Background: an optimization exercise with open tools, aiming at small area, a short achievable clock period and few clock cycles per item. Do not read the settings as production practice.
At most, simulation tests tie the RTL to the original design; equivalence was not proved.
Function not checked in run 1: the RTL went through the layout flow alone.

==> flow/design.v, too long to show whole: its modules and the start of the top module <==
// module phase_lut: 4985 lines
// module cordicManager: 197 lines
// module pfx_add: 25 lines
module cordicManager (
  input           clk_i,
  input           nrst_i,
  input   [23:0]  freq_i,
  input           theta_iteration_valid_i,
  input   [11:0]  theta_iteration_i,
  output          dt_Ticks_valid_o,
  output          next_dt_Ticks_o,
  output  [15:0]  dt_Ticks_o
);
  // ...
==> flow/run.sh <==
#!/bin/bash
# synth_recipe.tcl (not shown) runs the flow's synth.tcl, then flattens the netlist and writes it again
# the make line also repeats each setting of config.mk as NAME=value (left out here)
make -C /OpenROAD-flow-scripts/flow DESIGN_CONFIG=/design/flow/config.mk WORK_HOME=/design/flow/orfs CLKGATE_MAP_FILE= SYNTH_SCRIPT=/design/flow/synth_recipe.tcl finish
==> flow/config.mk <==
export PLATFORM = sky130hd
export DESIGN_NAME = cordicManager
export DESIGN_NICKNAME = cordicManager
export VERILOG_FILES = /design/flow/design.v
export SDC_FILE = /design/flow/constraint.sdc
export NUM_CORES = 4
export LEC_CHECK = 0
export ABC_AREA = 1
export CAP_MARGIN = 20
export CORE_MARGIN = 2
export CORE_UTILIZATION = 40
export SETUP_SLACK_MARGIN = 3
export SLEW_MARGIN = 20
export SYNTH_MEMORY_MAX_BITS = 65536
==> flow/constraint.sdc <==
create_clock -name core_clock -period 8.0 [get_ports {clk_i}]
set_input_delay 1.6000 -clock core_clock [delete_from_list [all_inputs] [get_ports {clk_i}]]
set_output_delay 1.6000 -clock core_clock [all_outputs]
set_load 0.01 [all_outputs]
==> summary.txt, run 1 <==
- The number of nets in the layout is 3316.
- The global routing stage identified its most utilized layer as met2.
- The synthesized area per cell is 6.080 sq um.
- Setup violations remaining at the end of the flow were counted as 0.
- The largest buffer count on any clock path is 2.
- The met1 layer wirelength in the final routing is 31.97 mm.
- Max-cap violations in this run came to 0.
- The main flop type after synthesis is sky130_fd_sc_hd__dfxtp_1.
- The xor/xnor share of the synthesized area is 2.607%.
- The worst path meets setup with 2977 ps of slack.
- The floorplan step defined a die boundary enclosing 0.04769 sq mm.
- The clock-cell share of area is 2.744%.
- In the global route stage, met3 resource usage came out at 5.929%.
- The layout sequential cell count is 162.
- The max-slew violation count was 0.
- The register with the highest flop count is ws_r.
- Once layout is complete, the cells apart from fillers number around 3700.
- The worst min-delay path endpoint is cnt_r[1].
- Clock skew on the completed layout was measured at 10.68 ps.
- The number of global-route vias before repair came to 20440.
- The floorplan row count is 78.
- The H-tree was split into 4 levels.
- For this block, the initial DRC count from the detailed router was 2511.
- In this run, synthesis inferred 0 flip-flops with an integrated enable.
- The clock tree from TritonCTS is yes.
- The flow ran to the end and the layout has no timing, DRC or antenna violations.
- The top cell class by occupied area is multi-input combinational cells.
- The clock-pin slew on the worst setup and hold paths is 70 ps.
- The placeable core area is 0.04538 sq mm.
- The capturing point of the worst reg2reg path is dt_r[12].
- The total I/O pin count is 57.
- In the layout the tool counted multi-input logic cells amounting to 2225.
- Across all hold checks on the routed design, the worst slack comes to 543.9 ps.
- The most common cell in the synthesized netlist is sky130_fd_sc_hd__nand2_1.
- In the final layout, the multi-input gates occupy about 0.013 sq mm.
- Of the total standard cell area in the layout, the multi-input combinational portion is 63.59%.
- The flip-flop and latch area is 0.003291 sq mm.
- The vertical die dimension is 218.4 um.
- The number of clock buffers inserted by TritonCTS is 17.
- The cell type with the highest occurrence count on the critical path is sky130_fd_sc_hd__inv_1.
- For met1 alone, demand over resource in global routing was 40.21%.
==> module cordicManager, before the edit <==
module cordicManager (
  input           clk_i,
  input           nrst_i,
  input   [23:0]  freq_i,
  input           theta_iteration_valid_i,
  input   [11:0]  theta_iteration_i,
  output          dt_Ticks_valid_o,
  output          next_dt_Ticks_o,
  output  [15:0]  dt_Ticks_o
);
localparam [26:0] C1 = 27'd6588397;
reg         busy_r, fin_r, vo_r;
reg [3:0]   cnt_r;
wire start_w = theta_iteration_valid_i & ~busy_r & ~fin_r;
always @(posedge clk_i or negedge nrst_i) begin
  if (~nrst_i) begin
    busy_r <= 1'b0;
    fin_r  <= 1'b0;
    vo_r   <= 1'b0;
    cnt_r  <= 4'd0;
  end else begin
    vo_r <= 1'b0;
    if (start_w) begin
      busy_r <= 1'b1;
      cnt_r  <= 4'd0;
    end else if (busy_r) begin
      cnt_r <= cnt_r + 4'd1;
      if (cnt_r == 4'd10) begin
        busy_r <= 1'b0;
        fin_r  <= 1'b1;
        vo_r   <= 1'b1;
      end
    end else if (fin_r & ~theta_iteration_valid_i) begin
      fin_r <= 1'b0;
    end
  end
end
assign dt_Ticks_valid_o = vo_r;
assign next_dt_Ticks_o  = fin_r & ~theta_iteration_valid_i;
wire [14:0] base_w;
wire [10:0] slope_w;
wire [8:0]  res_w;
phase_lut lut_uut (.theta_i(theta_iteration_i[10:0]), .base_o(base_w), .slope_o(slope_w), .res_o(res_w));
reg  [14:0] base_r;
reg  [10:0] slope_r;
reg  [8:0]  res_r;
reg  [2:0]  tlo_r;
always @(posedge clk_i) begin
  base_r  <= base_w;
  slope_r <= slope_w;
  res_r   <= res_w;
  tlo_r   <= theta_iteration_i[2:0];
end
function [35:0] csa;                 
  input [17:0] x, y, z;
  begin
    csa = {x ^ y ^ z, (x[16:0] & y[16:0]) | (x[16:0] & z[16:0]) | (y[16:0] & z[16:0]), 1'b0};
  end
endfunction
wire [17:0] pp0_w = tlo_r[0] ? {7'd0, slope_r}       : 18'd0;
wire [17:0] pp1_w = tlo_r[1] ? {6'd0, slope_r, 1'b0} : 18'd0;
wire [17:0] pp2_w = tlo_r[2] ? {5'd0, slope_r, 2'b0} : 18'd0;
wire [35:0] cs1_w = csa({base_r, 3'd0}, {6'd0, res_r, 3'd0}, pp0_w);
wire [35:0] cs2_w = csa(cs1_w[35:18], cs1_w[17:0], pp1_w);
wire [35:0] cs3_w = csa(cs2_w[35:18], cs2_w[17:0], pp2_w);
wire [17:0] phx_w;
pfx_add #(18) add_ph (.a_i(cs3_w[35:18]), .b_i(cs3_w[17:0]), .c_i(1'b0), .s_o(phx_w));
wire [14:0] phn_w = phx_w[17:3];
reg  [14:0] ph_r;
always @(posedge clk_i) ph_r <= phn_w;
wire [20:0] fp_w = {2'b00, freq_i[17:0], 1'b0};
function [2:0] fbits;                
  input [3:0]  cnt;
  input [20:0] fp;
  begin
    case (cnt)
      4'd1:    fbits = fp[16:14];
      4'd2:    fbits = fp[14:12];
      4'd3:    fbits = fp[12:10];
      4'd4:    fbits = fp[10:8];
      4'd5:    fbits = fp[8:6];
      4'd6:    fbits = fp[6:4];
      4'd7:    fbits = fp[4:2];
      4'd8:    fbits = fp[2:0];
      default: fbits = fp[18:16];
    endcase
  end
endfunction
wire [2:0]  bd_w   = fbits(cnt_r, fp_w);
wire        bneg_w = bd_w[2] & ~(bd_w[1] & bd_w[0]);
wire        bone_w = bd_w[1] ^ bd_w[0];
wire        btwo_w = (bd_w == 3'b011) | (bd_w == 3'b100);
wire [14:0] phm_w  = (cnt_r == 4'd0) ? phn_w : ph_r;
wire [26:0] mag_w  = bone_w ? {5'd0, phm_w, 7'd0} :
                     btwo_w ? {4'd0, phm_w, 8'd0} : 27'd0;
reg  [26:0] db_r;
reg         dneg_r;
always @(posedge clk_i) begin
  db_r   <= bneg_w ? ~mag_w : mag_w;
  dneg_r <= bneg_w;
end
function [26:0] qc_vec;              
  input [3:0] q;
  begin
    case (q)
      4'd4:    qc_vec = ~(C1 * 4);
      4'd3:    qc_vec = ~(C1 * 3);
      4'd2:    qc_vec = ~(C1 * 2);
      4'd1:    qc_vec = ~C1;
      4'd15:   qc_vec = C1;
      4'd14:   qc_vec = C1 * 2;
      4'd13:   qc_vec = C1 * 3;
      4'd12:   qc_vec = C1 * 4;
      default: qc_vec = 27'd0;
    endcase
  end
endfunction
function sum_neg;
  input [5:0] x, y, k;
  reg   [5:0] hs, hc, g, p;
  reg         c5;
  begin
    hs = x ^ y ^ k;
    hc = {(x[4:0] & y[4:0]) | (x[4:0] & k[4:0]) | (y[4:0] & k[4:0]), 1'b0};
    g  = hs & hc;
    p  = hs | hc;
    c5 = g[4] | (p[4] & g[3]) | (p[4] & p[3] & g[2]) | (p[4] & p[3] & p[2] & g[1]) |
         (p[4] & p[3] & p[2] & p[1] & g[0]);
    sum_neg = hs[5] ^ hc[5] ^ c5;
  end
endfunction
function [3:0] qsel;
  input [5:0] x, y;
  reg [7:0] t;                       
  begin
    t[0] = ~sum_neg(x, y, 6'd12);
    t[1] = ~sum_neg(x, y, 6'd9);
    t[2] = ~sum_neg(x, y, 6'd6);
    t[3] = ~sum_neg(x, y, 6'd3);
    t[4] = ~sum_neg(x, y, 6'd63);
    t[5] = ~sum_neg(x, y, 6'd60);
    t[6] = ~sum_neg(x, y, 6'd57);
    t[7] = ~sum_neg(x, y, 6'd54);
    qsel = t[7] ? 4'd4 : t[6] ? 4'd3 : t[5] ? 4'd2 : t[4] ? 4'd1 : t[3] ? 4'd0 :
           t[2] ? 4'd15 : t[1] ? 4'd14 : t[0] ? 4'd13 : 4'd12;
  end
endfunction
reg  [24:0] ws_r, wc_r;
reg  [17:0] qa_r;                    
reg  [3:0]  qd_r;                    
wire [26:0] a_w   = {ws_r, 2'b00};
wire [26:0] c_w   = {wc_r, 1'b0, dneg_r};
wire [26:0] s1_w  = a_w ^ c_w ^ db_r;
wire [26:0] c1_w  = {(a_w[25:0] & c_w[25:0]) | (a_w[25:0] & db_r[25:0]) | (c_w[25:0] & db_r[25:0]), 1'b0};
wire [3:0]  q_w   = qsel(s1_w[26:21], c1_w[26:21]);
wire [26:0] kc_w  = qc_vec(q_w);
wire [26:0] s2_w  = s1_w ^ c1_w ^ kc_w;
wire [26:0] c2_w  = {(s1_w[25:0] & c1_w[25:0]) | (s1_w[25:0] & kc_w[25:0]) | (c1_w[25:0] & kc_w[25:0]),
                     ~q_w[3] & (q_w != 4'd0)};
wire [17:0] qsum_w;
pfx_add #(18) add_qs (.a_i({qa_r[15:0], 2'b00}), .b_i({{14{qd_r[3]}}, qd_r}), .c_i(1'b0), .s_o(qsum_w));
always @(posedge clk_i) begin
  if (cnt_r == 4'd0) begin
    ws_r <= freq_i[17] ? {3'd0, phn_w, 7'd0} : 25'd0;
    wc_r <= 25'd0;
    qa_r <= 18'd0;
    qd_r <= 4'd0;
  end else begin
    ws_r <= s2_w[24:0];
    wc_r <= c2_w[24:0];
    qa_r <= qsum_w;
    qd_r <= q_w;
  end
end
wire [24:0] w_w;
pfx_add #(25) add_w (.a_i(ws_r), .b_i(wc_r), .c_i(1'b0), .s_o(w_w));
wire signed [24:0] ws_s = w_w;
wire f0_w = ~w_w[24];
wire a1_w = ws_s >= 25'sd3395707;
wire a2_w = ws_s >= 25'sd203017;
wire a3_w = ws_s >= 25'sd3598724;
wire b1_w = ws_s >= -25'sd3192690;
wire b2_w = ws_s >= -25'sd6385380;
wire b3_w = ws_s >= -25'sd2989673;
wire s1_sel = (qsum_w >= 18'd41723)  | ((qsum_w == 18'd41722)  & b1_w) | ((qsum_w == 18'd41721)  & a1_w);
wire s2_sel = (qsum_w >= 18'd83445)  | ((qsum_w == 18'd83444)  & b2_w) | ((qsum_w == 18'd83443)  & a2_w);
wire s3_sel = (qsum_w >= 18'd125166) | ((qsum_w == 18'd125165) & b3_w) | ((qsum_w == 18'd125164) & a3_w);
wire [15:0] kj_w = s3_sel ? (a3_w ? 16'd5908  : b3_w ? 16'd5907  : 16'd5906)  :
                   s2_sel ? (a2_w ? 16'd47629 : b2_w ? 16'd47628 : 16'd47627) :
                   s1_sel ? (a1_w ? 16'd23815 : b1_w ? 16'd23814 : 16'd23813) :
                            (f0_w ? 16'd0     : 16'd65535);
wire [15:0] dt_w;
pfx_add #(16) add_dt (.a_i(qsum_w[15:0]), .b_i(kj_w), .c_i(1'b0), .s_o(dt_w));
reg  [15:0] dt_r;
always @(posedge clk_i) dt_r <= dt_w;
assign dt_Ticks_o = dt_r;
endmodule
==> inputs of run 2 (changes only) <==
--- a/flow/design.v
+++ b/flow/design.v
@@ -5052,8 +5052,6 @@
 wire [17:0] phx_w;
 pfx_add #(18) add_ph (.a_i(cs3_w[35:18]), .b_i(cs3_w[17:0]), .c_i(1'b0), .s_o(phx_w));
 wire [14:0] phn_w = phx_w[17:3];
-reg  [14:0] ph_r;
-always @(posedge clk_i) ph_r <= phn_w;
 wire [20:0] fp_w = {2'b00, freq_i[17:0], 1'b0};
 function [2:0] fbits;                
   input [3:0]  cnt;
@@ -5076,9 +5074,8 @@
 wire        bneg_w = bd_w[2] & ~(bd_w[1] & bd_w[0]);
 wire        bone_w = bd_w[1] ^ bd_w[0];
 wire        btwo_w = (bd_w == 3'b011) | (bd_w == 3'b100);
-wire [14:0] phm_w  = (cnt_r == 4'd0) ? phn_w : ph_r;
-wire [26:0] mag_w  = bone_w ? {5'd0, phm_w, 7'd0} :
-                     btwo_w ? {4'd0, phm_w, 8'd0} : 27'd0;
+wire [26:0] mag_w  = bone_w ? {5'd0, phn_w, 7'd0} :
+                     btwo_w ? {4'd0, phn_w, 8'd0} : 27'd0;
 reg  [26:0] db_r;
 reg         dneg_r;
 always @(posedge clk_i) begin
--- a/flow/config.mk
+++ b/flow/config.mk
@@ -5,7 +5,6 @@
 export SDC_FILE = /design/flow/constraint.sdc
 export NUM_CORES = 4
 export LEC_CHECK = 0
-export ABC_AREA = 1
 export CAP_MARGIN = 20
 export CORE_MARGIN = 2
 export CORE_UTILIZATION = 40
==> run 2 against run 1 <==
Die area down 1.2%. Still clean. Count of clock-buffer cells in the layout unchanged. Via count down 2.6%. Critical path type is now flip-flop to flip-flop. Cell area up 1.5%.
==> summary.txt, run 2 <==
- The number of H-tree branching levels is 4 (unchanged).
- The cell with the most instances after synthesis is sky130_fd_sc_hd__nand2_1.
- The Yosys warning count is 4.
- The minimum hold slack is 525.0 ps (-18.90 ps).
- The latest clock arrival within the worst-skew pair is 440 ps.
- The register with the most flip-flops in the layout has 25 of them.
- The number of clock buffers inserted by TritonCTS is 17 (unchanged).
- After detailed routing, the total wire length is about 75 mm.
- From synthesis to final layout, the design area changed by 17.56%.
- The sort of element at the end of the critical path is a flip-flop.
- Of all nets on the critical path, the largest fanout is 6.
- The largest area contributor in the netlist is sky130_fd_sc_hd__dfxtp_1.
- Of the post-synthesis cell area, the dominant cell type holds 15.44%.
- The startpoint identified for the worst hold timing path is fin_r.
- The headroom to the max-slew limit is between 20 and 30%.
- The flip-flop and latch area was 0.002987 sq mm (-9.2%).
- The endpoint arrival time on the critical path is 6470 ps.
- The root buffer selected by CTS is sky130_fd_sc_hd__clkbuf_16.
- The synthesis-stage register bit count is 147.
- The starting DRC count in detailed routing was 2495 (-0.64%).
- The total I/O pin count was 57 (unchanged).
- The worst path required time is roughly 8300 ps.
- The number of global-route vias before repair is 19890 (-2.7%).
- The path category of the worst min-delay check is flip-flop to flip-flop.
- The critical path ends at dt_r[14].
- The async set or reset register ratio after synthesis is 4.762%.
- The count of fill cells added during filler insertion is 4512.
- The actual slew at the worst max-slew pin is 1075 ps.
- Setup repair after global routing could not meet its margin everywhere.
- The minimum clock period after layout is 6178 ps.
- TritonCTS built the clock tree.
- The final critical path takes up 77.22% of the cycle.
- In the routed layout, each cell is associated on average with a via count of 6.494.
- The total congestion overflow after global routing is 0.
- The number of cells on the worst reg-to-reg path is 27.
- Of the cells placed in the final design, the portion with a size suffix greater than 1 is 15.28%.
- The max-slew violation count was 0 (unchanged).
- The clock-pin slew on the worst setup and hold paths is 60 ps (about the same).
- Entering global routing, the biggest net connects 63 pins.
- Hold repair after CTS inserted 0 buffers.
- The synthesized netlist cell count is 2505.
- Once the floorplan was initialized, standard cells occupied 40.27% of the core.
- The kind of start point of the critical path is a flip-flop.
- The register with the highest flop count is ws_r.
- In this run the worst setup path begins at qd_r[3].
- The cell area that synthesis handed to floorplanning was 0.01816 sq mm.
- The startpoint of the worst-slack reg-to-reg timing path is qd_r[3].
- Leaving out fill and tap cells, the most frequent cell in the layout is sky130_fd_sc_hd__nand2_1.
- The floorplan die width is 217.1 um.
- The sequential area share after synthesis is roughly 16%.
- In this run the tool buffered the top-level ports with 49 buffer cells.
- The setup TNS is 0 ps.
- The number of setup violations in the final report came to 0 (unchanged).
- After synthesis, the most frequently instantiated cells are sky130_fd_sc_hd__nand2_1, sky130_fd_sc_hd__nor2_1, sky130_fd_sc_hd__o21ai_0.
- Dividing the detail-routed wire length by the instance count gives 23.85 um.
- The most used flip-flop cell after synthesis is sky130_fd_sc_hd__dfxtp_1.
- The initial antenna violation count is 3.
- The capturing point of the worst reg2reg path is dt_r[14].
- The classification of the worst setup path is flip-flop to flip-flop.
- For this run, the top clock speed supported by timing is around 0.16 GHz.
- Synthesis produced a netlist with a net count of 2744.
- The number of max-cap violations was 0 (unchanged).
- The remaining routing DRC violations is 0.
- The number of routed nets with antenna violations is 0.
- The first global-routing pass estimated ~120 mm of wire.
- The run finished with no timing, DRC or antenna violations.
- The final hold violation count was 0.
- The largest buffer count on any clock path is 2 (unchanged).
- The full die area came to 0.04711 sq mm (-1.2%).
- The number of enable flip-flop cells after synthesis was 0 (unchanged).
- The synthesized area per cell is 7.248 sq um (+19%).
- The first TritonRoute pass finished after 6 iterations.
- Routability-driven placement finished with a final weighted congestion of 1.061.
- The number of nets in the layout is 2778 (-16%).
- The HPWL after detailed placement is 53.38 mm.
- Counting every sink on the clock net gives 147.
- Across all register-to-register paths, the minimum setup slack is 1820 ps.
- The placeable core area is 0.04509 sq mm (-0.65%).
- By area the synthesized netlist is led by sky130_fd_sc_hd__dfxtp_1, sky130_fd_sc_hd__ha_1, sky130_fd_sc_hd__fa_1.
- In the layout the commonest cells are sky130_fd_sc_hd__nand2_1, sky130_fd_sc_hd__nor2_1, sky130_fd_sc_hd__o21ai_0.
- The vertical die dimension came to 217.1 um (-0.61%).
- Detailed routing inserted a total of 20480 vias.
- The largest registers in the layout are ws_r (25), wc_r (24), db_r (18).
- The final worst clock skew came to 10.10 ps (-0.5759 ps).
- The number of distinct standard cells referenced by the synthesized netlist is 115.
- Global routing used a little under a third of the available tracks across all layers.
- The total area of multi-input combinational cells is 0.01475 sq mm (+10%).
- The floorplan row count came to 78 (unchanged).
run 2: cell types whose count changed after synthesis, moves of 26 or more:
cell / delta
sky130_fd_sc_hd__clkbuf_1: +76
sky130_fd_sc_hd__a211oi_1: +27
sky130_fd_sc_hd__and2_1: +31
sky130_fd_sc_hd__nor2_1: -144
sky130_fd_sc_hd__nand3_1: -127
sky130_fd_sc_hd__nor2b_1: +46
sky130_fd_sc_hd__inv_1: -359
sky130_fd_sc_hd__nand2_1: -519
sky130_fd_sc_hd__a21o_1: +26
sky130_fd_sc_hd__o21ai_0: +29
sky130_fd_sc_hd__a21oi_1: +42
sky130_fd_sc_hd__xnor2_1: +48
run 2: critical path: stages (launching register included):
cell and delay, ps:
sky130_fd_sc_hd__dfxtp_4 390, sky130_fd_sc_hd__buf_6 130, sky130_fd_sc_hd__ha_4 300, sky130_fd_sc_hd__o21a_1 200, sky130_fd_sc_hd__o22ai_4 110, sky130_fd_sc_hd__or3_1 440
sky130_fd_sc_hd__a2111oi_4 420, sky130_fd_sc_hd__nand3_2 160, sky130_fd_sc_hd__or4_4 450, sky130_fd_sc_hd__nor4_4 250, sky130_fd_sc_hd__buf_4 170, sky130_fd_sc_hd__nor4_4 40
sky130_fd_sc_hd__or4b_4 570, sky130_fd_sc_hd__a21oi_2 130, sky130_fd_sc_hd__o31ai_2 100, sky130_fd_sc_hd__ha_2 220, sky130_fd_sc_hd__fa_2 390, sky130_fd_sc_hd__a21o_1 170
sky130_fd_sc_hd__a21oi_2 180, sky130_fd_sc_hd__o21bai_1 120, sky130_fd_sc_hd__a21oi_2 200, sky130_fd_sc_hd__o21bai_1 120, sky130_fd_sc_hd__a21oi_2 180, sky130_fd_sc_hd__o21bai_1 90
sky130_fd_sc_hd__a21oi_2 180, sky130_fd_sc_hd__o21ai_2 100, sky130_fd_sc_hd__nand4_1 100, sky130_fd_sc_hd__o311ai_2 110
run 2: how the worst min path moves through the flow:
stage                 end  depth (start not counted)  slack, ps
floorplan           fin_r                          1        490
global placement    fin_r                          1        500
detailed placement  fin_r                          1        520
CTS                 fin_r                          1        530
global route        fin_r                          1        560
finish              fin_r                          1        520
run 2: logic make-up after synthesis:
family                     after synthesis  synth area share, %
AOI/OAI and AO/OA                      863                31.96
and+or+nand+nor                        823                21.86
buffers and inverters                  365                7.698
adders and majority gates              215                17.50
DFF                                    147                16.40
xor gates and xnor gates                82                3.956
muxes                                   10               0.6202
run 2: per-layer routing:
| layer | GRT usage (%) | share of wire, % | vias up |
|---|---|---|---|
| li1 | - | - | 9145 |
| met1 | 38.16 | 38 | 9668 |
| met2 | 50.55 | 45 | 1312 |
| met3 | 6.205 | 10 | 355 |
| met4 | 18.45 | 6.8 | 2 |
| met5 | 0 | 0.016 | - |
run 2: timing repair:
| item | 4_1_cts | 5_1_grt |
|---|---|---|
| setup buffers | 66 | 22 |
| resized for setup | 102 | 104 |
| pin swaps | 68 | 57 |
| endpoints found under the setup margin | 52 | 48 |
run 2: area by class of cell:
| type | count | area share [%] |
|---|---|---|
| multi-input combinational | 1993 | 69.09 |
| tap | 600 | 3.517 |
| inverter | 202 | 3.629 |
| antenna | 2 | 0.02345 |
| clock buffer | 18 | 2.058 |
| clock inverter | 14 | 0.5569 |
| timing repair buffer | 178 | 7.134 |
| sequential | 147 | 13.99 |
run 2: through the flow:
step / std cells / setup slack [ps] / util (%) / instance area (sq um)
floorplan: 2505 / 2353 / - / 18320
global placement: 3032 / 1562 / 42.60 / 19210
detailed placement: 3032 / 1498 / 42.62 / 19210
CTS: 3130 / 2058 / 46.02 / 20750
global route: 3152 / 1618 / 47.33 / 21340
finish: 3154 / 1822 / 47.34 / 21340
Testbench counts of run 2, summed over its fixed seeds: cycles 7,160, items 512.
==> inputs of run 3 (changes only) <==
--- a/flow/config.mk
+++ b/flow/config.mk
@@ -5,9 +5,11 @@
 export SDC_FILE = /design/flow/constraint.sdc
 export NUM_CORES = 4
 export LEC_CHECK = 0
+export ABC_AREA = 1
 export CAP_MARGIN = 20
 export CORE_MARGIN = 2
 export CORE_UTILIZATION = 40
 export SETUP_SLACK_MARGIN = 3
 export SLEW_MARGIN = 20
 export SYNTH_MEMORY_MAX_BITS = 65536
+export TNS_END_PERCENT = 10
==> run 3 against run 2 <==
Still clean. Die area fell by 0.93%. Critical path depth fell by 14. Critical path type is now primary input to flip-flop. Critical endpoint is now res_r[0]. Highest routed layer is now met4.
==> summary.txt, run 3 <==
- The highest cell delay on the worst timing path came to 710 ps (+140 ps).
- The met1 usage in global routing came to 39.58% (+1.4 points).
- The via count of the routed design is 20640 (+0.79%).
- The combined global-route utilization of all metal layers is 33.51% (+2.4 points).
- The flow ran to the end and the layout has no timing, DRC or antenna violations.
- Traced cell by cell, the critical path runs through clkdlybuf4s50_1 -> buf_4 -> ha_1 -> clkinvlp_4 -> a21oi_1 -> inv_1 -> o2111ai_1 -> o41ai_1 -> a21oi_1 -> a21oi_1 -> o21ai_0 -> inv_1 -> nand2_1.
- By count the netlist is led by sky130_fd_sc_hd__nand2_1, sky130_fd_sc_hd__inv_1, sky130_fd_sc_hd__nor2_1.
- The post-route clock period utilization came to 62.86% (-14 points).
- The most numerous cell type found on the critical path is sky130_fd_sc_hd__a21oi_1.
- The per-cell via count in the routed design was 5.707 (-12%).
- The number of clock buffers inserted by TritonCTS came to 17 (unchanged).
- In this run the critical register-to-register path is launched from qd_r[2].
- The routing usage on met2 is 55.40% (+4.8 points).
- The largest individual stage delay along the critical path comes from the cell sky130_fd_sc_hd__ha_1.
- The ratio of cells with drive above 1 in the final layout is 9.064% (-6.2 points).
- The clock tree from TritonCTS is yes.
- The endpoint arrival time on the critical path was 5430 ps (-1040 ps).
- The signed area change from the synthesized netlist to the final layout is 13.34%.
- The startpoint of the most critical setup path is theta_iteration_i[4].
- STA classifies the critical path startpoint as a primary input.
- The sequential area share after synthesis is 16.56% (+0.16 points).
- The number of setup violations in the final report was 0 (unchanged).
- The cell with the most instances after synthesis is sky130_fd_sc_hd__nand2_1.
- The starting DRC count in detailed routing is 2395 (-4.0%).
- The number of routed nets with antenna violations was 0 (unchanged).
- The actual slew at the worst max-slew pin was 1140 ps (+64.96 ps).
- The kind of cell with the highest combined delay along the critical path is buffers and inverters.
- The max-slew violation count is 0 (unchanged).
- The simple-gate share of the synthesized area came to 33.39% (+12 points).
- The cell area after layout is 0.02038 sq mm (-4.5%).
- The synthesized area is 0.01798 sq mm (-0.95%).
- The full die area was 0.04667 sq mm (-0.93%).
- The maximum number of pins on one net before global-route repair is 62 (-1.6%).
- The detailed placer's ending HPWL is 61.39 mm (+15%).
- The minimum clock period after layout was 5029 ps (-1149 ps).
- The number of distinct standard cells referenced by the synthesized netlist is 65 (-43%).
- The maximum clock frequency is 0.1988 GHz (+23%).
- The placeable core area is 0.04432 sq mm (-1.7%).
- The mux share of post-synthesis cell area came to 0% (-0.62 points).
- The net count of the mapped netlist is 3198 (+17%).
- In the layout the commonest cells are sky130_fd_sc_hd__nand2_1, sky130_fd_sc_hd__inv_1, sky130_fd_sc_hd__nor2_1.
- The setup TNS was 0 ps (unchanged).
- The worst path required time is 8400 ps (+110 ps).
- The total congestion overflow after global routing is 0 (unchanged).
- The final wirelength is 79.27 mm (+5.4%).
- The register-to-register path setup slack is 3270 ps (+1450 ps).
- The count of buffers from port buffering is 49 (unchanged).
- The async set or reset register ratio after synthesis is 4.762% (unchanged).
- The final weighted congestion of routability-driven global placement is 1.071 (+0.87%).
- Yosys attributes the largest share of cell area to sky130_fd_sc_hd__nand2_1, sky130_fd_sc_hd__dfxtp_1, sky130_fd_sc_hd__inv_1.
- Counting flops per register, the top entry is ws_r.
- The Yosys warning count came to 4 (unchanged).
- The starting utilization of the core area is 40.58% (+0.31 points).
- The total I/O pin count is 57 (unchanged).
- After global routing, the most crowded layer is met2.
- The hold path startpoint is cnt_r[1].
- The main flop type after synthesis is sky130_fd_sc_hd__dfxtp_1.
- The xor/xnor share of the synthesized area is 3.054% (-0.90 points).
- The synthesized area per cell was 6.078 sq um (-16%).
- The largest fanout on the critical path is 21 (+15).
- The number of buffers and inverters on the critical path is 5 (+3).
- The sink count of the clock tree came to 147 (unchanged).
- The share of the synthesized area in compound gates (AO/OA/AOI/OAI) is 17.08% (-15 points).
- The number of max-cap violations came to 0 (unchanged).
- The path category of the worst min-delay check is flip-flop to flip-flop.
- The remaining routing DRC violations is 0 (unchanged).
- The final worst clock skew is 14.70 ps (+4.604 ps).
- The number of flip-flops under the largest register name is 25 (unchanged).
- The root buffer selected by CTS is sky130_fd_sc_hd__clkbuf_16.
- The number of global-route vias before repair is 20320 (+2.2%).
- The floorplan die width came to 216.0 um (-0.47%).
- The number of nets in the layout came to 3249 (+17%).
- The latest clock arrival within the worst-skew pair is 470 ps (+30 ps).
- The clock-pin slew on the worst setup and hold paths is 70 ps (about the same).
- The floorplan row count is 77 (-1.3%).
- The final hold violation count was 0 (unchanged).
- The fraction of the mapped netlist area in adder cells is 16.84% (-0.67 points).
- The synthesized netlist cell count was 2959 (+18%).
- The synthesis-stage register bit count is 147 (unchanged).
- The count of hold buffers inserted by post-cts repair was 0 (unchanged).
- The sort of element at the end of the critical path is a flip-flop.
- The share of Yosys cell area claimed by the top area cell type is 15.63% (+0.20 points).
- The largest buffer count on any clock path was 2 (unchanged).
- The number of enable flip-flop cells after synthesis is 0 (unchanged).
- The cell area after placement was 0.01920 sq mm (about the same).
- The met3 capacity usage during global routing is 6.653% (+0.45 points).
- The classification of the worst setup path is primary input to flip-flop.
- The global-route wire length before repair came to 119.5 mm (+3.8%).
- The headroom to the max-slew limit was 23.89% (-4.1 points).
- After synthesis, the largest family of logic cells by area is simple AND/OR/NAND/NOR gates.
- The detailed-routing iteration count for the pre-antenna-repair pass was 6 (unchanged).
- The largest total area in the synthesized netlist belongs to sky130_fd_sc_hd__nand2_1.
- The average wire per cell in the routed design was 21.92 um (-8.1%).
- The number of H-tree branching levels came to 4 (unchanged).
- The largest registers in the layout are ws_r (25), wc_r (24), db_r (18).
- The count of fill cells added during filler insertion was 4745 (+5.2%).
- The initial antenna violation count is 1 (-2).
- The vertical die dimension is 216.0 um (-0.47%).
- Leaving out fill and tap cells, the most frequent cell in the layout is sky130_fd_sc_hd__nand2_1.
- Setup repair after global routing could not meet its margin everywhere.
## run 3: cell types whose count changed after synthesis, moves of 24 or more
cell and change:
sky130_fd_sc_hd__and3_1 -24, sky130_fd_sc_hd__and2_1 -32, sky130_fd_sc_hd__xnor2_1 -47, sky130_fd_sc_hd__o21ai_0 -58, sky130_fd_sc_hd__a22oi_1 -24, sky130_fd_sc_hd__nor3_1 -37
sky130_fd_sc_hd__nor2_1 +132, sky130_fd_sc_hd__nand3_1 +124, sky130_fd_sc_hd__clkbuf_1 -80, sky130_fd_sc_hd__inv_1 +332, sky130_fd_sc_hd__a21oi_1 -47, sky130_fd_sc_hd__nor2b_1 -46
sky130_fd_sc_hd__nand2_1 +516, sky130_fd_sc_hd__a21o_1 -26
## run 3: logic make-up (layout without fill, tap and decap cells)
logic type,count (synthesis),count (layout)
other,0,2
AND/OR/NAND/NOR,1435,1435
XOR/XNOR,52,52
buffers and inverters,622,686
AO/OA/AOI/OAI,503,503
flip-flops,147,147
adder cells (fa/ha/maj),200,200
## run 3: path summary, 6_finish.rpt
kind,end,cells past startpoint
worst min register to register,cnt_r[1],2
min in group asynchronous,vo_r,1
worst min-delay path,cnt_r[1],2
worst max register to register,dt_r[14],35
worst max-delay path,res_r[0],13
max in group asynchronous,fin_r,1
## run 3: worst min-delay path: cells and delay by family (launching register included)
kind             cells  cell delay [ps]
flip-flops           1              400
AND/OR/NAND/NOR      2              120
## run 3: area by class of cell
type | instances | area [sq um] | share of cell area, %
antenna | 2 | 5.005 | 0.02455
clock buffer | 17 | 425.4 | 2.087
clock inverter | 15 | 175.2 | 0.8594
inverter | 552 | 2082 | 10.21
multi-input combinational | 2190 | 13070 | 64.12
sequential | 147 | 2987 | 14.65
tap | 592 | 740.7 | 3.634
timing repair buffer | 102 | 898.4 | 4.407
## run 3: timing repair
action / CTS / global route
gates resized for setup: 15 / 125
buffers inserted: 1 / 18
endpoints found under the setup margin: 7 / 19
pin swaps: 1 / 26
hold endpoints to repair: 0 / 0
## run 3: per-stage QoR
stage / hold WS, ps / utilization [%] / cells / setup slack [ps]
final: 556.9 / 45.99 / 3617 / 2971
after global placement: 520.4 / 43.32 / 3564 / 2411
after detailed placement: 543.8 / 43.32 / 3564 / 2475
after floorplan: 492.3 / - / 2959 / 3395
after CTS: 560.9 / 44.80 / 3597 / 2987
after global routing: 573.0 / 45.98 / 3615 / 2874
## run 3: routing by layer
metal / vias to the layer above / part of all wire (%)
li1: 9664 / -
met1: 9501 / 39
met2: 1117 / 45
met3: 362 / 8.2
met4: 0 / 7.8
met5: - / 0
==> inputs of run 4 (changes only) <==
--- a/flow/config.mk
+++ b/flow/config.mk
@@ -9,7 +9,7 @@
 export CAP_MARGIN = 20
 export CORE_MARGIN = 2
 export CORE_UTILIZATION = 40
-export SETUP_SLACK_MARGIN = 3
+export SETUP_SLACK_MARGIN = 3.5
 export SLEW_MARGIN = 20
 export SYNTH_MEMORY_MAX_BITS = 65536
 export TNS_END_PERCENT = 10
==> run 4 against run 3 <==
Synthesized cell count unchanged. Final cell count up 1.3%. Largest cell class unchanged. Maximum frequency up 4.9%. Non-clock buffer count up 47.
==> summary.txt, run 4 <==
- The Yosys warning count is 4 (unchanged).
- The minimum clock period after layout is 4792 ps (-237.0 ps).
- The number of global-route vias before repair came to 20440 (+0.58%).
- The net count of the mapped netlist is 3198 (unchanged).
- The final worst clock skew is 16.74 ps (+2.036 ps).
- The number of setup violations in the final report came to 0 (unchanged).
- The synthesized area is 0.01798 sq mm (unchanged).
- The total congestion overflow after global routing is 0 (unchanged).
- The starting utilization of the core area is 40.58% (unchanged).
- The number of max-cap violations was 0 (unchanged).
- The largest area contributor in the netlist is sky130_fd_sc_hd__nand2_1.
- The floorplan die width is 216.0 um (unchanged).
- The detailed placer's ending HPWL is 62.45 mm (+1.7%).
- In the layout the commonest cells are sky130_fd_sc_hd__nand2_1, sky130_fd_sc_hd__inv_1, sky130_fd_sc_hd__nor2_1.
- The combined global-route utilization of all metal layers is 34.17% (+0.66 points).
- The worst setup path is captured at a flip-flop.
- In the final layout, the registers with the most flip-flops are ws_r (25), wc_r (24), db_r (18).
- The cell with the most instances after synthesis is sky130_fd_sc_hd__nand2_1.
- The number of clock buffers inserted by TritonCTS is 17 (unchanged).
- The placeable core area came to 0.04432 sq mm (unchanged).
- The commonest cells after synthesis are sky130_fd_sc_hd__nand2_1, sky130_fd_sc_hd__inv_1, sky130_fd_sc_hd__nor2_1.
- The synthesized area per cell is 6.078 sq um (unchanged).
- The global-route wire length before repair was 121.0 mm (+1.3%).
- STA classifies the critical path startpoint as a primary input.
- TritonCTS built the clock tree.
- From synthesis to final layout, the design area changed by 21.32%.
- The final hold violation count is 0 (unchanged).
- Setup repair after global routing could not meet its margin everywhere.
- The share of Yosys cell area claimed by the top area cell type came to 15.63% (unchanged).
- The ratio of cells with drive above 1 in the final layout is 14.92% (+5.9 points).
- The actual slew at the worst max-slew pin came to 947.8 ps (-192.5 ps).
- The maximum clock frequency is 0.2087 GHz (+4.9%).
- The largest fanout on the critical path is 14 (-33%).
- The path category of the worst min-delay check is flip-flop to flip-flop.
- The sequential area share after synthesis is 16.56% (unchanged).
- The full die area came to 0.04667 sq mm (unchanged).
- The detailed-routing iteration count for the pre-antenna-repair pass is 6 (unchanged).
- The via count of the routed design is 21010 (+1.8%).
- The worst path required time is 8390 ps (about the same).
- The cell that appears most often on the critical path is sky130_fd_sc_hd__nand2_1.
- The synthesis-stage register bit count is 147 (unchanged).
- The headroom to the max-slew limit is 36.58% (+13 points).
- The most common cell after layout, fill and taps aside is sky130_fd_sc_hd__nand2_1.
- The remaining routing DRC violations is 0 (unchanged).
- The minimum hold slack is 550.0 ps (-6.824 ps).
- The total I/O pin count is 57 (unchanged).
- The initial antenna violation count is 1 (unchanged).
- The number of distinct standard cells referenced by the synthesized netlist was 65 (unchanged).
- The setup path with the least slack is of type primary input to flip-flop.
- The endpoint arrival time on the critical path was 5180 ps (-250 ps).
- Walking the worst path, the cells encountered are clkdlybuf4s50_1 -> inv_1 -> ha_1 -> nor2_1 -> nand2_1 -> nand2_1 -> nand2_1 -> nand2_1 -> inv_1 -> o2111ai_1 -> nand2_1 -> nand2_1 -> o221ai_1 -> o21ai_0 -> inv_1 -> nand2_1.
- The slowest library cell on the worst path is sky130_fd_sc_hd__clkdlybuf4s50_1.
- The count of buffers from port buffering is 49 (unchanged).
- The floorplan row count is 77 (unchanged).
- The number of enable flip-flop cells after synthesis is 0 (unchanged).
- The maximum number of pins on one net before global-route repair is 62 (unchanged).
- The clock-pin slew on the worst setup and hold paths is 70 ps (about the same).
- The vertical die dimension was 216.0 um (unchanged).
- Yosys attributes the largest share of cell area to sky130_fd_sc_hd__nand2_1, sky130_fd_sc_hd__dfxtp_1, sky130_fd_sc_hd__inv_1.
- The sink count of the clock tree is 147 (unchanged).
- The synthesized netlist cell count is 2959 (unchanged).
- The per-cell via count in the routed design is 5.736 (+0.50%).
- The post-route clock period utilization is 59.90% (-3.0 points).
- The final weighted congestion of routability-driven global placement was 1.071 (about the same).
- The number of flip-flops under the largest register name came to 25 (unchanged).
- The number of routed nets with antenna violations is 0 (unchanged).
- The async set or reset register ratio after synthesis is 4.762% (unchanged).
- The final wirelength came to 82.64 mm (+4.3%).
- The register with the highest flop count is ws_r.
- The most used flip-flop cell after synthesis is sky130_fd_sc_hd__dfxtp_1.
- The max-slew violation count is 0 (unchanged).
- The latest clock arrival within the worst-skew pair is 480 ps (about the same).
- The largest buffer count on any clock path is 2 (unchanged).
- The flow ran to the end and the layout has no timing, DRC or antenna violations.
- The setup TNS is 0 ps (unchanged).
- The number of H-tree branching levels came to 4 (unchanged).
- The highest cell delay on the worst timing path is 950 ps (+240 ps).
- The starting DRC count in detailed routing was 2508 (+4.7%).
- The average wire per cell in the routed design was 22.56 um (+2.9%).
- The number of nets in the layout is 3296 (+1.4%).
- Clock tree synthesis selected as its root buffer the cell sky130_fd_sc_hd__clkbuf_16.
[run 4: cell families (layout without fill, tap and decap cells)]
family,after synthesis,count (layout),share of synthesized area [%]
DFF,147,147,16.56
AOI/OAI and AO/OA,503,503,17.08
and+or+nand+nor,1435,1435,33.39
other,0,1,0
buffers and inverters,622,733,13.08
xor gates and xnor gates,52,52,3.054
adders and majority gates,200,200,16.84
[run 4: critical path: cells and delay by family]
kind                       cells  cell delay [ps]
and+or+nand+nor                8             1230
AOI/OAI and AO/OA              3              550
buffers and inverters          4             1420
adders and majority gates      1              370
[run 4: final timing paths]
check	depth (start not counted)	slack [ps]	endpoint	startpoint
worst max-delay path	16	3210	res_r[0]	theta_iteration_i[0]
worst min-delay path	1	550	cnt_r[0]	cnt_r[0]
worst max register to register	32	3360	dt_r[8]	qd_r[3]
worst min register to register	1	550	cnt_r[0]	cnt_r[0]
max in group asynchronous	1	6390	cnt_r[3]	nrst_i
min in group asynchronous	1	1380	cnt_r[0]	nrst_i
[run 4: cell type report]
cell class	count	area, sq um
fill	4527	22500
multi-input combinational	2190	14080
sequential	147	2999
inverter	552	2079
timing repair buffer	149	1289
tap	592	740.7
clock buffer	17	425.4
clock inverter	15	198.9
antenna	1	2.502
[run 4: metal layers]
layer	wire length (um)	track usage, %	vias to the layer above
met1	31990	40.62	9726
li1	-	-	9747
met3	6412	5.567	371
met2	37570	56.72	1168
met4	6666	23.11	0
met5	0	0	-
[run 4: stage by stage]
| step | std cells | setup WS, ps | utilization [%] | area, sq um |
|---|---|---|---|---|
| final | 3663 | 3208 | 49.23 | 21820 |
| after global routing | 3662 | 3116 | 49.22 | 21810 |
| after CTS | 3640 | 3370 | 46.61 | 20650 |
| after detailed placement | 3568 | 2217 | 43.39 | 19230 |
| after global placement | 3568 | 2186 | 43.39 | 19230 |
| after floorplan | 2959 | 3495 | - | 17980 |
[run 4: timing repair]
action	CTS	global route
setup buffers	40	22
hold buffers	0	0
gates resized for setup	137	240
pin swaps	29	85
endpoints found under the setup margin	34	66
==> inputs of run 5 (changes only) <==
--- a/flow/config.mk
+++ b/flow/config.mk
@@ -9,7 +9,6 @@
 export CAP_MARGIN = 20
 export CORE_MARGIN = 2
 export CORE_UTILIZATION = 40
-export SETUP_SLACK_MARGIN = 3.5
+export SETUP_SLACK_MARGIN = 3
 export SLEW_MARGIN = 20
 export SYNTH_MEMORY_MAX_BITS = 65536
-export TNS_END_PERCENT = 10
==> run 5 against run 4 <==
Cell area down 6.5%. Synthesized area unchanged. Setup slack worse by 210 ps. Maximum frequency down 4.2%. Critical path depth down 5. Synthesized cell count unchanged. Hold slack better by 7.4 ps. Via count down 1.4%.
==> summary.txt, run 5 <==
- The number of setup violations in the final report is 0 (unchanged).
- The number of flip-flops under the largest register name is 25 (unchanged).
- The remaining routing DRC violations is 0 (unchanged).
- The ratio of cells with drive above 1 in the final layout is 9.163% (-5.8 points).
- The count of buffers from port buffering is 49 (unchanged).
- Counting flops per register, the top entry is ws_r.
- The final weighted congestion of routability-driven global placement is 1.071 (about the same).
- The combined global-route utilization of all metal layers was 33.51% (-0.66 points).
- The number of enable flip-flop cells after synthesis is 0 (unchanged).
- The net count of the mapped netlist is 3198 (unchanged).
- The via count of the routed design is 20720 (-1.4%).
- The number of clock buffers inserted by TritonCTS is 17 (unchanged).
- The synthesized netlist cell count came to 2959 (unchanged).
- The clock-pin slew on the worst setup and hold paths was 70 ps (about the same).
- The minimum clock period after layout came to 5002 ps (+210.1 ps).
- The largest buffer count on any clock path is 2 (unchanged).
- The library cell used most frequently in the layout, excluding fill and tap cells, is sky130_fd_sc_hd__nand2_1.
- The starting utilization of the core area is 40.58% (unchanged).
- The final setup slack of the worst path is 2998 ps (-210.1 ps).
- The per-cell via count in the routed design was 5.728 (-0.15%).
- By area the synthesized netlist is led by sky130_fd_sc_hd__nand2_1, sky130_fd_sc_hd__dfxtp_1, sky130_fd_sc_hd__inv_1.
- The critical path goes through clkdlybuf4s50_1 -> inv_1 -> ha_1 -> nand2_1 -> nand2_1 -> inv_1 -> nor3_1 -> a21oi_1 -> o2111ai_1 -> nand2_1 -> a21oi_1.
- The most used routing layer in global routing is met2.
- The floorplan die width is 216.0 um (unchanged).
- The maximum clock frequency was 0.1999 GHz (-4.2%).
- The vertical die dimension came to 216.0 um (unchanged).
- The signed area change from the synthesized netlist to the final layout is 13.49%.
- Counting instances in the post-synthesis netlist gives the leading cell types as sky130_fd_sc_hd__nand2_1, sky130_fd_sc_hd__inv_1, sky130_fd_sc_hd__nor2_1.
- The floorplan row count is 77 (unchanged).
- The full die area is 0.04667 sq mm (unchanged).
- Setup repair after global routing could not meet its margin everywhere.
- The final worst clock skew is 15.46 ps (-1.277 ps).
- STA classifies the critical path endpoint as a flip-flop.
- The run finished with no timing, DRC or antenna violations.
- The synthesized area came to 0.01798 sq mm (unchanged).
- The clock tree from TritonCTS is yes.
- The classification of the worst setup path is primary input to flip-flop.
- The met1 usage in global routing is 39.58% (-1.0 points).
- The final wirelength is 79.51 mm (-3.8%).
- The met3 capacity usage during global routing is 6.653% (+1.1 points).
- The setup TNS is 0 ps (unchanged).
- The post-route clock period utilization was 62.53% (+2.6 points).
- The latest clock arrival within the worst-skew pair is 470 ps (about the same).
- The endpoint arrival time on the critical path is 5300 ps (+120 ps).
- Leaving out fill and tap cells, the most frequent cells in the layout are sky130_fd_sc_hd__nand2_1, sky130_fd_sc_hd__inv_1, sky130_fd_sc_hd__nor2_1.
- The starting DRC count in detailed routing came to 2392 (-4.6%).
- The highest cell delay on the worst timing path came to 610 ps (-340 ps).
- The number of max-cap violations is 0 (unchanged).
- The number of distinct standard cells referenced by the synthesized netlist is 65 (unchanged).
- The headroom to the max-slew limit was 24.50% (-12 points).
- The kind of start point of the critical path is a primary input.
- The largest registers in the layout are ws_r (25), wc_r (24), db_r (18).
- sky130_fd_sc_hd__nand2_1 is the most common cell in the netlist.
- The detailed-routing iteration count for the pre-antenna-repair pass is 8 (+2).
- The share of Yosys cell area claimed by the top area cell type is 15.63% (unchanged).
- The synthesized area per cell is 6.078 sq um (unchanged).
- The maximum number of pins on one net before global-route repair is 62 (unchanged).
- The largest fanout on the critical path was 9 (-5).
- Of all cell types, the one taking the most synthesized area is sky130_fd_sc_hd__nand2_1.
- The async set or reset register ratio after synthesis is 4.762% (unchanged).
- The sink count of the clock tree is 147 (unchanged).
- The total congestion overflow after global routing is 0 (unchanged).
- The detailed placer's ending HPWL is 61.39 mm (-1.7%).
- The max-slew violation count is 0 (unchanged).
- The min-delay analysis places its worst path in the category flip-flop to flip-flop.
- The global-route wire length before repair was 119.5 mm (-1.3%).
- The sequential area share after synthesis is 16.56% (unchanged).
- Counting stages on the worst path, the most repeated cell is sky130_fd_sc_hd__nand2_1.
- The initial antenna violation count is 1 (unchanged).
- The number of global-route vias before repair came to 20320 (-0.58%).
- The actual slew at the worst max-slew pin is 1131 ps (+183.5 ps).
- The Yosys warning count is 4 (unchanged).
- The number of nets in the layout came to 3249 (-1.4%).
- The average wire per cell in the routed design is 21.98 um (-2.6%).
- The total I/O pin count is 57 (unchanged).
- The root buffer selected by CTS is sky130_fd_sc_hd__clkbuf_16.
- The worst path required time was 8300 ps (-90 ps).
- The routing usage on met2 is 55.40% (-1.3 points).
- The number of H-tree branching levels is 4 (unchanged).
- The count of hold buffers inserted by post-cts repair is 0 (unchanged).
- The final hold violation count is 0 (unchanged).
- In the synthesized netlist the dominant register cell turns out to be sky130_fd_sc_hd__dfxtp_1.
- The placeable core area is 0.04432 sq mm (unchanged).
- The synthesis-stage register bit count is 147 (unchanged).
- The count of fill cells added during filler insertion came to 4743 (+4.8%).
- The pre-CTS setup slack was 2475 ps (+257.9 ps).
- The slowest library cell on the worst path is sky130_fd_sc_hd__ha_1.
- The number of routed nets with antenna violations is 0 (unchanged).
run 5: cell count changes in the layout (fill, tap and decap cells not counted), sizes merged:
cell / before / now
diode: 1 / 2
clkinvlp: 0 / 3
clkinv: 18 / 13
clkdlybuf4s50: 45 / 48
inv: 549 / 551
buf: 101 / 54
dlygate4sd2: 2 / 0
dlymetal6s2s: 1 / 0
run 5: timing repair:
item                       in CTS  in global routing
resized for setup              15                131
pin swaps                       1                 26
setup endpoints to repair       7                 19
buffers inserted                1                 18
run 5: through the flow:
step	instances	utilization [%]	hold slack, ps	instance area (sq um)
global route	3615	46.04	573.0	20400
floorplan	2959	-	492.3	17980
CTS	3597	44.80	560.9	19860
detailed placement	3564	43.32	543.8	19200
finish	3617	46.05	557.4	20410
global placement	3564	43.32	520.4	19200
run 5: worst max-delay path, delay by kind of cell:
kind / cells / cell delay [ps]
AOI/OAI and AO/OA: 3 / 870
adders and majority gates: 1 / 610
buffers and inverters: 3 / 990
and+or+nand+nor: 4 / 1210
run 5: kinds of logic after synthesis:
kind of cell,share of synthesized area [%]
AND/OR/NAND/NOR,33.39
AO/OA/AOI/OAI,17.08
buffers and inverters,13.08
XOR/XNOR,3.054
adder cells (fa/ha/maj),16.84
flip-flops,16.56
run 5: layer usage:
layer | vias to the layer above | part of all wire (%) | routed length (um)
met5 | - | 0.024 | 19
met1 | 9596 | 38 | 30200
met4 | 2 | 7.3 | 5840
met3 | 346 | 8.8 | 6987
met2 | 1117 | 46 | 36470
li1 | 9657 | - | -
run 5: area by class of cell:
| cell class | instances | area [sq um] | share of cell area (%) |
|---|---|---|---|
| inverter | 552 | 2082 | 10.20 |
| timing repair buffer | 102 | 898.4 | 4.402 |
| tap | 592 | 740.7 | 3.629 |
| multi-input combinational | 2190 | 13100 | 64.17 |
| sequential | 147 | 2987 | 14.63 |
| clock inverter | 15 | 175.2 | 0.8583 |
| antenna | 2 | 5.005 | 0.02452 |
| clock buffer | 17 | 425.4 | 2.084 |
run 5: worst paths after layout:
kind	cells after the start	slack (ps)	from	endpoint
min in group asynchronous	1	1400	nrst_i	vo_r
max reg2reg	33	3260	qd_r[2]	dt_r[14]
min	2	560	cnt_r[1]	cnt_r[1]
min reg2reg	2	560	cnt_r[1]	cnt_r[1]
max in group asynchronous	1	6360	nrst_i	fin_r
max	11	3000	theta_iteration_i[4]	base_r[4]

-- static timing again, ports no longer ideal --
No port has a modelled driver above. Below, the same layouts with a new extraction and two added sets of constraints. Step 1 sets driving cells, clkbuf_16 on the clock port and buf_2 on the other inputs (assumed; they add their load-dependent delay and slew). Step 2 moves the port delays by t, midway between the first and last clock arrival at a register: inputs arrive t later, outputs are due t later. That takes back most of the time a late clock gives input paths. Three values: no drivers, after step 1, after step 2; two values: the first two.
run | shift t [ns] | slack for setup (ns) | pins driven straight from the clock port
run 1 | 0.502 | 2.977 / 3.006 / 2.503 | 1
run 2 | 0.487 | 1.822 / 1.822 / 1.822 | 1
run 3 | 0.512 | 2.971 / 2.993 / 2.482 | 1
run 4 | 0.520 | 3.208 / 3.233 / 2.713 | 1
run 5 | 0.513 | 2.998 / 3.023 / 2.510 | 1
After both steps every run listed still meets setup and hold. The setup slack of run 4, which loses most, moves by +0.025 ns with the drivers and by -0.495 ns with both steps.
